Source: an optimization exercise on an open RTL-to-GDS flow (aim: small area, a short achievable clock period and few clock cycles per item). Production flows keep margins and buffers that such runs may drop. In this exercise RTL edits were held to simulation tests only and were not proved equivalent to the original. No driver is modelled on the clock port, so clocking that relies on it looks cheaper here than on a real chip. Power and IR drop assume default switching activity.

==> exp/raven <==
==> flow/design.v <==
`default_nettype none
module top #(
    parameter WIDTH = 4
) (
    input wire clk,
    input wire rst,
    input wire               in_valid,
    input wire [WIDTH*4-1:0] in_data,
    output wire              in_ready,
    output reg               out_valid,
    output reg [WIDTH*4-1:0] out_data,
    input wire               out_ready
);
    wire [3:0] a0 = in_data[3:0];
    wire [3:0] b0 = in_data[7:4];
    wire [3:0] a1 = in_data[11:8];
    wire [3:0] b1 = in_data[15:12];
    wire [7:0] p0, p1;
    wire m0_pp00 = a0[0] & b0[0];
    wire m0_pp01 = a0[0] & b0[1];
    wire m0_pp02 = a0[0] & b0[2];
    wire m0_pp03 = a0[0] & b0[3];
    wire m0_pp10 = a0[1] & b0[0];
    wire m0_pp11 = a0[1] & b0[1];
    wire m0_pp12 = a0[1] & b0[2];
    wire m0_pp13 = a0[1] & b0[3];
    wire m0_pp20 = a0[2] & b0[0];
    wire m0_pp21 = a0[2] & b0[1];
    wire m0_pp22 = a0[2] & b0[2];
    wire m0_pp23 = a0[2] & b0[3];
    wire m0_pp30 = a0[3] & b0[0];
    wire m0_pp31 = a0[3] & b0[1];
    wire m0_pp32 = a0[3] & b0[2];
    wire m0_pp33 = a0[3] & b0[3];
    wire m0_hs0 = m0_pp03 ^ m0_pp12;
    wire m0_hc0 = m0_pp03 & m0_pp12;
    wire m0_hs1 = m0_pp13 ^ m0_pp22;
    wire m0_hc1 = m0_pp13 & m0_pp22;
    wire m0_hs2 = m0_pp02 ^ m0_pp11;
    wire m0_hc2 = m0_pp02 & m0_pp11;
    wire m0_fs3 = m0_hs0 ^ m0_pp21 ^ m0_pp30;
    wire m0_fc3 = (m0_hs0 & m0_pp21) | (m0_hs0 & m0_pp30) | (m0_pp21 & m0_pp30);
    wire m0_fs4 = m0_hc0 ^ m0_hs1 ^ m0_pp31;
    wire m0_fc4 = (m0_hc0 & m0_hs1) | (m0_hc0 & m0_pp31) | (m0_hs1 & m0_pp31);
    wire m0_fs5 = m0_hc1 ^ m0_pp23 ^ m0_pp32;
    wire m0_fc5 = (m0_hc1 & m0_pp23) | (m0_hc1 & m0_pp32) | (m0_pp23 & m0_pp32);
    wire [7:0] m0_ra = {1'b0, m0_fc5, m0_fc4, m0_fc3, m0_hc2, m0_hs2, m0_pp01, m0_pp00};
    wire [7:0] m0_rb = {1'b0, m0_pp33, m0_fs5, m0_fs4, m0_fs3, m0_pp20, m0_pp10, 1'b0};
    wire [8:0] m0_c;
    assign m0_c[0] = 1'b0;
    assign p0[0] = m0_ra[0] ^ m0_rb[0] ^ m0_c[0];
    assign m0_c[1] = (m0_ra[0] & m0_rb[0]) | (m0_ra[0] & m0_c[0]) | (m0_rb[0] & m0_c[0]);
    assign p0[1] = m0_ra[1] ^ m0_rb[1] ^ m0_c[1];
    assign m0_c[2] = (m0_ra[1] & m0_rb[1]) | (m0_ra[1] & m0_c[1]) | (m0_rb[1] & m0_c[1]);
    assign p0[2] = m0_ra[2] ^ m0_rb[2] ^ m0_c[2];
    assign m0_c[3] = (m0_ra[2] & m0_rb[2]) | (m0_ra[2] & m0_c[2]) | (m0_rb[2] & m0_c[2]);
    assign p0[3] = m0_ra[3] ^ m0_rb[3] ^ m0_c[3];
    assign m0_c[4] = (m0_ra[3] & m0_rb[3]) | (m0_ra[3] & m0_c[3]) | (m0_rb[3] & m0_c[3]);
    assign p0[4] = m0_ra[4] ^ m0_rb[4] ^ m0_c[4];
    assign m0_c[5] = (m0_ra[4] & m0_rb[4]) | (m0_ra[4] & m0_c[4]) | (m0_rb[4] & m0_c[4]);
    assign p0[5] = m0_ra[5] ^ m0_rb[5] ^ m0_c[5];
    assign m0_c[6] = (m0_ra[5] & m0_rb[5]) | (m0_ra[5] & m0_c[5]) | (m0_rb[5] & m0_c[5]);
    assign p0[6] = m0_ra[6] ^ m0_rb[6] ^ m0_c[6];
    assign m0_c[7] = (m0_ra[6] & m0_rb[6]) | (m0_ra[6] & m0_c[6]) | (m0_rb[6] & m0_c[6]);
    assign p0[7] = m0_ra[7] ^ m0_rb[7] ^ m0_c[7];
    assign m0_c[8] = (m0_ra[7] & m0_rb[7]) | (m0_ra[7] & m0_c[7]) | (m0_rb[7] & m0_c[7]);
    wire m1_pp00 = a1[0] & b1[0];
    wire m1_pp01 = a1[0] & b1[1];
    wire m1_pp02 = a1[0] & b1[2];
    wire m1_pp03 = a1[0] & b1[3];
    wire m1_pp10 = a1[1] & b1[0];
    wire m1_pp11 = a1[1] & b1[1];
    wire m1_pp12 = a1[1] & b1[2];
    wire m1_pp13 = a1[1] & b1[3];
    wire m1_pp20 = a1[2] & b1[0];
    wire m1_pp21 = a1[2] & b1[1];
    wire m1_pp22 = a1[2] & b1[2];
    wire m1_pp23 = a1[2] & b1[3];
    wire m1_pp30 = a1[3] & b1[0];
    wire m1_pp31 = a1[3] & b1[1];
    wire m1_pp32 = a1[3] & b1[2];
    wire m1_pp33 = a1[3] & b1[3];
    wire m1_hs0 = m1_pp03 ^ m1_pp12;
    wire m1_hc0 = m1_pp03 & m1_pp12;
    wire m1_hs1 = m1_pp13 ^ m1_pp22;
    wire m1_hc1 = m1_pp13 & m1_pp22;
    wire m1_hs2 = m1_pp02 ^ m1_pp11;
    wire m1_hc2 = m1_pp02 & m1_pp11;
    wire m1_fs3 = m1_hs0 ^ m1_pp21 ^ m1_pp30;
    wire m1_fc3 = (m1_hs0 & m1_pp21) | (m1_hs0 & m1_pp30) | (m1_pp21 & m1_pp30);
    wire m1_fs4 = m1_hc0 ^ m1_hs1 ^ m1_pp31;
    wire m1_fc4 = (m1_hc0 & m1_hs1) | (m1_hc0 & m1_pp31) | (m1_hs1 & m1_pp31);
    wire m1_fs5 = m1_hc1 ^ m1_pp23 ^ m1_pp32;
    wire m1_fc5 = (m1_hc1 & m1_pp23) | (m1_hc1 & m1_pp32) | (m1_pp23 & m1_pp32);
    wire [7:0] m1_ra = {1'b0, m1_fc5, m1_fc4, m1_fc3, m1_hc2, m1_hs2, m1_pp01, m1_pp00};
    wire [7:0] m1_rb = {1'b0, m1_pp33, m1_fs5, m1_fs4, m1_fs3, m1_pp20, m1_pp10, 1'b0};
    wire [8:0] m1_c;
    assign m1_c[0] = 1'b0;
    assign p1[0] = m1_ra[0] ^ m1_rb[0] ^ m1_c[0];
    assign m1_c[1] = (m1_ra[0] & m1_rb[0]) | (m1_ra[0] & m1_c[0]) | (m1_rb[0] & m1_c[0]);
    assign p1[1] = m1_ra[1] ^ m1_rb[1] ^ m1_c[1];
    assign m1_c[2] = (m1_ra[1] & m1_rb[1]) | (m1_ra[1] & m1_c[1]) | (m1_rb[1] & m1_c[1]);
    assign p1[2] = m1_ra[2] ^ m1_rb[2] ^ m1_c[2];
    assign m1_c[3] = (m1_ra[2] & m1_rb[2]) | (m1_ra[2] & m1_c[2]) | (m1_rb[2] & m1_c[2]);
    assign p1[3] = m1_ra[3] ^ m1_rb[3] ^ m1_c[3];
    assign m1_c[4] = (m1_ra[3] & m1_rb[3]) | (m1_ra[3] & m1_c[3]) | (m1_rb[3] & m1_c[3]);
    assign p1[4] = m1_ra[4] ^ m1_rb[4] ^ m1_c[4];
    assign m1_c[5] = (m1_ra[4] & m1_rb[4]) | (m1_ra[4] & m1_c[4]) | (m1_rb[4] & m1_c[4]);
    assign p1[5] = m1_ra[5] ^ m1_rb[5] ^ m1_c[5];
    assign m1_c[6] = (m1_ra[5] & m1_rb[5]) | (m1_ra[5] & m1_c[5]) | (m1_rb[5] & m1_c[5]);
    assign p1[6] = m1_ra[6] ^ m1_rb[6] ^ m1_c[6];
    assign m1_c[7] = (m1_ra[6] & m1_rb[6]) | (m1_ra[6] & m1_c[6]) | (m1_rb[6] & m1_c[6]);
    assign p1[7] = m1_ra[7] ^ m1_rb[7] ^ m1_c[7];
    assign m1_c[8] = (m1_ra[7] & m1_rb[7]) | (m1_ra[7] & m1_c[7]) | (m1_rb[7] & m1_c[7]);
    assign in_ready = out_ready;
    always @(posedge clk) begin
        if (rst) begin
            out_valid <= 1'b0;
        end else if (out_ready) begin
            out_valid <= in_valid;
        end
        if (out_ready) begin
            out_data <= {p1, p0};
        end
    end
endmodule
==> flow/flow/run.sh <==
#!/bin/bash
# Standard ORFS layout (standard.sh) with these changes:
#  - synthesis maps the logic with flow/abc.script instead of ORFS's ABC
#    script; everything else in the standard synthesis is unchanged, so the
#    registers and their names are the standard synthesis's;
#  - full adders are not extracted into fa/ha cells, so ABC maps the adder
#    trees itself, and ABC sizes the logic for inputs driven by buf_2, the
#    port buffer used below;
#  - every port gets a plain buf_2 buffer instead of the delay buffer that
#    buffer_ports picks by default; after global placement flow/post_gpl.tcl
#    makes the buffers of ports with slack to spare buf_1, and out_ready's,
#    which drives every register enable and in_ready, buf_4.
# Each tool's full log is in orfs/logs/; make's output is in flow.log.
set -euo pipefail
W=$PWD
cat > "$W/own_synth.tcl" <<EOT
proc abc {args} {
  set i [lsearch -exact \$args -script]
  if {\$i >= 0} { lset args [expr {\$i + 1}] $W/flow/abc.script }
  yosys abc {*}\$args
}
source $W/synth_recipe.tcl
EOT
bash standard.sh "SYNTH_SCRIPT=$W/own_synth.tcl" "ADDER_MAP_FILE=" \
  "ABC_DRIVER_CELL=sky130_fd_sc_hd__buf_2" \
  "BUFFER_PORTS_ARGS=-buffer_cell sky130_fd_sc_hd__buf_2" \
  "POST_GLOBAL_PLACE_TCL=$W/flow/post_gpl.tcl" \
  "POST_CTS_TCL=$W/flow/post_cts.tcl" finish > flow.log 2>&1
==> flow/flow/abc.script <==
strash
&get -n
&st
&if -g -K 5
&st
&dch
&put
map -D 1000
upsize -D 1000
dnsize -D 1000
==> flow/flow/post_cts.tcl <==
# After clock tree synthesis, with the placement known: upsize gates on the
# paths with less than 1.74 ns of setup slack, then legalize the placement.
repair_timing -setup -setup_margin 1.74 -sequence sizeup,swap -skip_last_gasp -verbose
detailed_placement
check_placement -verbose
==> flow/flow/post_gpl.tcl <==
# Port buffers, after global placement. buffer_ports gave every port a buf_2.
proc port_buffer {port} {
  set net [get_nets [get_full_name $port]]
  foreach pin [get_pins -of_objects $net] {
    set inst [get_cells -of_objects $pin]
    set cell [get_property [get_lib_cells -of_objects $inst] name]
    if {[string match sky130_fd_sc_hd__buf_* $cell]} { return $inst }
  }
  return ""
}
proc set_port_buffer {ports cell} {
  foreach port [get_ports $ports] {
    set inst [port_buffer $port]
    if {$inst ne ""} {
      puts "post_gpl: [get_full_name $port]: [get_full_name $inst] -> $cell"
      replace_cell $inst $cell
    }
  }
}
# The outputs driven straight from registers, and the inputs that only feed
# out_valid's register, have slack to spare: the smallest buffer will do.
set_port_buffer {out_data[*] out_valid rst in_valid} sky130_fd_sc_hd__buf_1
# out_ready drives every register's enable and, through in_ready's buffer,
# the in_ready port: a stronger buffer shortens the out_ready-to-in_ready path.
set_port_buffer {out_ready} sky130_fd_sc_hd__buf_4
==> flow/standard.sh <==
#!/bin/bash
# synth_recipe.tcl (not shown) runs the flow's synth.tcl, then flattens the netlist and writes it again
# the make line also repeats each setting of config.mk as NAME=value (left out here)
make -C /OpenROAD-flow-scripts/flow DESIGN_CONFIG=/design/flow/config.mk WORK_HOME=/design/flow/orfs CLKGATE_MAP_FILE= SYNTH_SCRIPT=/design/flow/synth_recipe.tcl "${@:-finish}"
==> flow/config.mk <==
export PLATFORM = sky130hd
export DESIGN_NAME = top
export DESIGN_NICKNAME = top
export VERILOG_FILES = /design/flow/design.v
export SDC_FILE = /design/flow/constraint.sdc
export NUM_CORES = 4
export LEC_CHECK = 0
export CAP_MARGIN = 20
export CORE_MARGIN = 2
export CORE_UTILIZATION = 40
export SLEW_MARGIN = 20
==> flow/constraint.sdc <==
create_clock -name core_clock -period 3.5 [get_ports {clk}]
set_input_delay 0.7000 -clock core_clock [delete_from_list [all_inputs] [get_ports {clk}]]
set_output_delay 0.7000 -clock core_clock [all_outputs]
set_load 0.01 [all_outputs]
==> inputs of exp/ember, as changes to exp/raven <==
--- a/flow/flow/run.sh
+++ b/flow/flow/run.sh
@@ -5,6 +5,5 @@
 #    registers and their names are the standard synthesis's;
 #  - full adders are not extracted into fa/ha cells, so ABC maps the adder
-#    trees itself, and ABC sizes the logic for inputs driven by buf_2, the
-#    port buffer used below;
+#    trees itself;
 #  - every port gets a plain buf_2 buffer instead of the delay buffer that
 #    buffer_ports picks by default; after global placement flow/post_gpl.tcl
@@ -23,6 +22,4 @@
 EOT
 bash standard.sh "SYNTH_SCRIPT=$W/own_synth.tcl" "ADDER_MAP_FILE=" \
-  "ABC_DRIVER_CELL=sky130_fd_sc_hd__buf_2" \
   "BUFFER_PORTS_ARGS=-buffer_cell sky130_fd_sc_hd__buf_2" \
-  "POST_GLOBAL_PLACE_TCL=$W/flow/post_gpl.tcl" \
-  "POST_CTS_TCL=$W/flow/post_cts.tcl" finish > flow.log 2>&1
+  "POST_GLOBAL_PLACE_TCL=$W/flow/post_gpl.tcl" finish > flow.log 2>&1
- CORE_UTILIZATION: 40 -> 65
- PLACE_DENSITY: default -> 0.75
removed: flow/flow/post_cts.tcl
==> impl_metrics.json <==
{
  "hpwlAfterDp_um": 2180,
  "initial_utilization": 0.681,
  "seq_power_share": 0.504,
  "layout_common_cells": "59 x nand2_1, 20 x nor2_1, 19 x buf_1, 17 x clkinv_1, 17 x buf_2",
  "vdd_drop_max_mv": 0.214,
  "yosysUniqueCellTypes": 26,
  "grt_use_total": 0.231,
  "nClkBuffers": 4,
  "yosysTopAreaCellShare": 0.363,
  "tap_cells": 27,
  "met2_usage": 0.392,
  "finalCriticalPeriod_ns": 1.93,
  "synthMuxAreaShare": 0.00757,
  "clk_pin_slew_worst_paths_ns": 0.08,
  "status": "finished clean"
}
(the above is from exp/ember)
==> impl_metrics.json <==
{
  "status": "finished clean",
  "grt_use_total": 0.157,
  "maxCapViolations": 0,
  "met2_usage": 0.255,
  "synthMuxAreaShare": 0.00780,
  "layout_common_cells": "55 x nand2_1, 19 x buf_1, 16 x nor2_1, 16 x edfxtp_1",
  "hpwlAfterDp_um": 1970,
  "seq_power_share": 0.487,
  "yosysTopAreaCellShare": 0.375,
  "worst_slack_ns": 1.69,
  "finalCriticalPeriod_ns": 1.81,
  "vdd_drop_max_mv": 0.189,
  "initial_utilization": 0.420,
  "clkPwrFrac": 0.192,
  "tap_cells": 44,
  "nClkBuffers": 3,
  "clk_pin_slew_worst_paths_ns": 0.09,
  "yosysUniqueCellTypes": 25
}
(the above is from exp/raven)
Testbench counts of exp/raven, summed over its fixed seeds: cycles 3,208, items 3,200.
Testbench counts of exp/ember, summed over its fixed seeds: cycles 3,208, items 3,200.

========
==> build 69: inputs <==
Starts from the design.v that is shown in full above.
clock: 3.5 ns
lec_check: 0
cap_margin: 20
core_margin: 2
core_utilization: 40
slew_margin: 20
standard.sh (not shown) runs the stock make flow with config.mk's settings and CLKGATE_MAP_FILE= SYNTH_SCRIPT=/design/flow/synth_recipe.tcl, a recipe that flattens the netlist after the stock synthesis.
==> flow/flow/run.sh <==
#!/bin/bash
# Standard ORFS layout (standard.sh) with these changes:
#  - synthesis maps the logic with flow/abc.script instead of ORFS's ABC
#    script; everything else in the standard synthesis is unchanged, so the
#    registers and their names are the standard synthesis's;
#  - full adders are not extracted into fa/ha cells, so ABC maps the adder
#    trees itself, and ABC sizes the logic for inputs driven by buf_2, the
#    port buffer used below;
#  - every port gets a plain buf_2 buffer instead of the delay buffer that
#    buffer_ports picks by default; after global placement flow/post_gpl.tcl
#    makes the buffers of ports with slack to spare buf_1, and out_ready's,
#    which drives every register enable and in_ready, buf_4.
# Each tool's full log is in orfs/logs/; make's output is in flow.log.
set -euo pipefail
W=$PWD
cat > "$W/own_synth.tcl" <<EOT
proc abc {args} {
  set i [lsearch -exact \$args -script]
  if {\$i >= 0} { lset args [expr {\$i + 1}] $W/flow/abc.script }
  yosys abc {*}\$args
}
source $W/synth_recipe.tcl
EOT
args=("SYNTH_SCRIPT=$W/own_synth.tcl" "ADDER_MAP_FILE="
  "ABC_DRIVER_CELL=sky130_fd_sc_hd__buf_2"
  "BUFFER_PORTS_ARGS=-buffer_cell sky130_fd_sc_hd__buf_2"
  "POST_GLOBAL_PLACE_TCL=$W/flow/post_gpl.tcl")
bash standard.sh "${args[@]}" place > flow.log 2>&1
# From clock tree synthesis on, with the placement known, repair timing by
# upsizing gates only, aiming for setup slack of at least 1.72 ns.
bash standard.sh "${args[@]}" "SETUP_SLACK_MARGIN=1.72" \
  "SETUP_MOVE_SEQUENCE=sizeup,swap" finish >> flow.log 2>&1
==> flow/flow/abc.script <==
strash
&get -n
&st
&if -g -K 5
&st
&dch
&put
map -D 1000
upsize -D 1000
dnsize -D 1000
==> flow/flow/post_gpl.tcl <==
# Port buffers, after global placement. buffer_ports gave every port a buf_2.
proc port_buffer {port} {
  set net [get_nets [get_full_name $port]]
  foreach pin [get_pins -of_objects $net] {
    set inst [get_cells -of_objects $pin]
    set cell [get_property [get_lib_cells -of_objects $inst] name]
    if {[string match sky130_fd_sc_hd__buf_* $cell]} { return $inst }
  }
  return ""
}
proc set_port_buffer {ports cell} {
  foreach port [get_ports $ports] {
    set inst [port_buffer $port]
    if {$inst ne ""} {
      puts "post_gpl: [get_full_name $port]: [get_full_name $inst] -> $cell"
      replace_cell $inst $cell
    }
  }
}
# The outputs driven straight from registers, and the inputs that only feed
# out_valid's register, have slack to spare: the smallest buffer will do.
set_port_buffer {out_data[*] out_valid rst in_valid} sky130_fd_sc_hd__buf_1
# out_ready drives every register's enable and, through in_ready's buffer,
# the in_ready port: a stronger buffer shortens the out_ready-to-in_ready path.
set_port_buffer {out_ready} sky130_fd_sc_hd__buf_6
==> build 36: changes against build 69 <==
--- a/flow/flow/run.sh
+++ b/flow/flow/run.sh
@@ -21,12 +21,7 @@
 }
 source $W/synth_recipe.tcl
 EOT
-args=("SYNTH_SCRIPT=$W/own_synth.tcl" "ADDER_MAP_FILE="
-  "ABC_DRIVER_CELL=sky130_fd_sc_hd__buf_2"
-  "BUFFER_PORTS_ARGS=-buffer_cell sky130_fd_sc_hd__buf_2"
-  "POST_GLOBAL_PLACE_TCL=$W/flow/post_gpl.tcl")
-bash standard.sh "${args[@]}" place > flow.log 2>&1
-# From clock tree synthesis on, with the placement known, repair timing by
-# upsizing gates only, aiming for setup slack of at least 1.72 ns.
-bash standard.sh "${args[@]}" "SETUP_SLACK_MARGIN=1.72" \
-  "SETUP_MOVE_SEQUENCE=sizeup,swap" finish >> flow.log 2>&1
+bash standard.sh "SYNTH_SCRIPT=$W/own_synth.tcl" "ADDER_MAP_FILE=" \
+  "ABC_DRIVER_CELL=sky130_fd_sc_hd__buf_2" \
+  "BUFFER_PORTS_ARGS=-buffer_cell sky130_fd_sc_hd__buf_2" \
+  "POST_GLOBAL_PLACE_TCL=$W/flow/post_gpl.tcl" finish > flow.log 2>&1
--- a/flow/flow/post_gpl.tcl
+++ b/flow/flow/post_gpl.tcl
@@ -22,4 +22,4 @@
 set_port_buffer {out_data[*] out_valid rst in_valid} sky130_fd_sc_hd__buf_1
 # out_ready drives every register's enable and, through in_ready's buffer,
 # the in_ready port: a stronger buffer shortens the out_ready-to-in_ready path.
-set_port_buffer {out_ready} sky130_fd_sc_hd__buf_6
+set_port_buffer {out_ready} sky130_fd_sc_hd__buf_4
- PLACE_DENSITY: default -> 0.5
==> build 4: changes against build 69 <==
==> flow/flow/run.sh (replaced) <==
#!/bin/bash
# Standard ORFS layout (standard.sh) with these changes:
#  - synthesis maps the logic with flow/abc.script instead of ORFS's ABC
#    script; everything else in the standard synthesis is unchanged, so the
#    registers and their names are the standard synthesis's;
#  - full adders are not extracted into fa/ha cells, so ABC maps the adder
#    trees itself;
#  - every port gets a plain buf_2 buffer instead of the delay buffer that
#    buffer_ports picks by default, and after global placement
#    (flow/post_gpl.tcl) the output buffers that only drive an output port
#    are made buf_1.
# Each tool's full log is in orfs/logs/; make's output is in flow.log.
set -euo pipefail
W=$PWD
cat > "$W/own_synth.tcl" <<EOT
proc abc {args} {
  set i [lsearch -exact \$args -script]
  if {\$i >= 0} { lset args [expr {\$i + 1}] $W/flow/abc.script }
  yosys abc {*}\$args
}
source $W/synth_recipe.tcl
EOT
bash standard.sh "SYNTH_SCRIPT=$W/own_synth.tcl" "ADDER_MAP_FILE=" \
  "BUFFER_PORTS_ARGS=-buffer_cell sky130_fd_sc_hd__buf_2" \
  "POST_GLOBAL_PLACE_TCL=$W/flow/post_gpl.tcl" finish > flow.log 2>&1
==> flow/flow/abc.script (replaced) <==
strash
&get -n
&st
&if -g -K 3
&st
&dch
&put
map -D 1300
upsize -D 1300
dnsize -D 1300
==> flow/flow/post_gpl.tcl (replaced) <==
# The output ports other than in_ready are driven from registers and have
# slack to spare: their port buffers can be the smallest buffer.
foreach port [get_ports {out_data[*] out_valid}] {
  set net [get_nets [get_full_name $port]]
  foreach pin [get_pins -of_objects $net -filter "direction == output"] {
    set inst [get_cells -of_objects $pin]
    if {[get_property [get_lib_cells -of_objects $inst] name] eq "sky130_fd_sc_hd__buf_2"} {
      puts "post_gpl: [get_full_name $inst] -> sky130_fd_sc_hd__buf_1"
      replace_cell $inst sky130_fd_sc_hd__buf_1
    }
  }
}
==> results.txt <==
- Build 36 produced a clean layout. Build 4 completed without violations. Build 69 completed without violations.
- Non-clock buffer count is the same in build 69 and build 36.
- In sequential power, build 69 and build 36 hardly differ.
- The first-iteration DRC count of build 36 is 2.9 times that of build 69.
- Fmax: build 69 > build 36 > build 4.
- The lowest worst setup slack belongs to build 4, the highest to build 69.
- Between build 36 and build 69, the lower core utilization is in build 36 (gap 11 points).
- Cell count: build 4 is lower than build 36 (12%).
Testbench counts of build 69, summed over its fixed seeds: cycles 3,208, items 3,200.
Testbench counts of build 36, summed over its fixed seeds: cycles 3,208, items 3,200.
Testbench counts of build 4, summed over its fixed seeds: cycles 3,208, items 3,200.

-- afterwards: timing with drivers on the ports --
In the flow no input, the clock included, has a driving cell. The finished layouts below were timed again as built, in two steps. Step 1 assumes that a clkbuf_16 drives the clock port and a buf_2 every other input. Step 2, shift: input delay + t, output delay - t, t = (earliest + latest rising clock arrival at the registers) / 2. This alone moves slack from input paths to output paths. Slacks: no drivers / after step 1 / after step 2; pairs: no drivers / after step 1.
run	t (ns)	setup WS [ns]	latest minus earliest clock arrival (ns)
exp/raven	0.307	1.686 / 1.688 / 1.381	0.001 / 0.002
exp/ember	0.283	1.566 / 1.566 / 1.282	0.008 / 0.007
build 69	0.311	1.756 / 1.717 / 1.443	0.007 / 0.007
build 36	0.303	1.668 / 1.660 / 1.367	0.006 / 0.006
build 4	0.301	1.398 / 1.397 / 1.096	0.003 / 0.003
After both steps setup and hold are still met in every run listed. For build 69, which loses most, drivers alone change the setup slack by -0.039 ns; drivers and shift together by -0.313 ns.
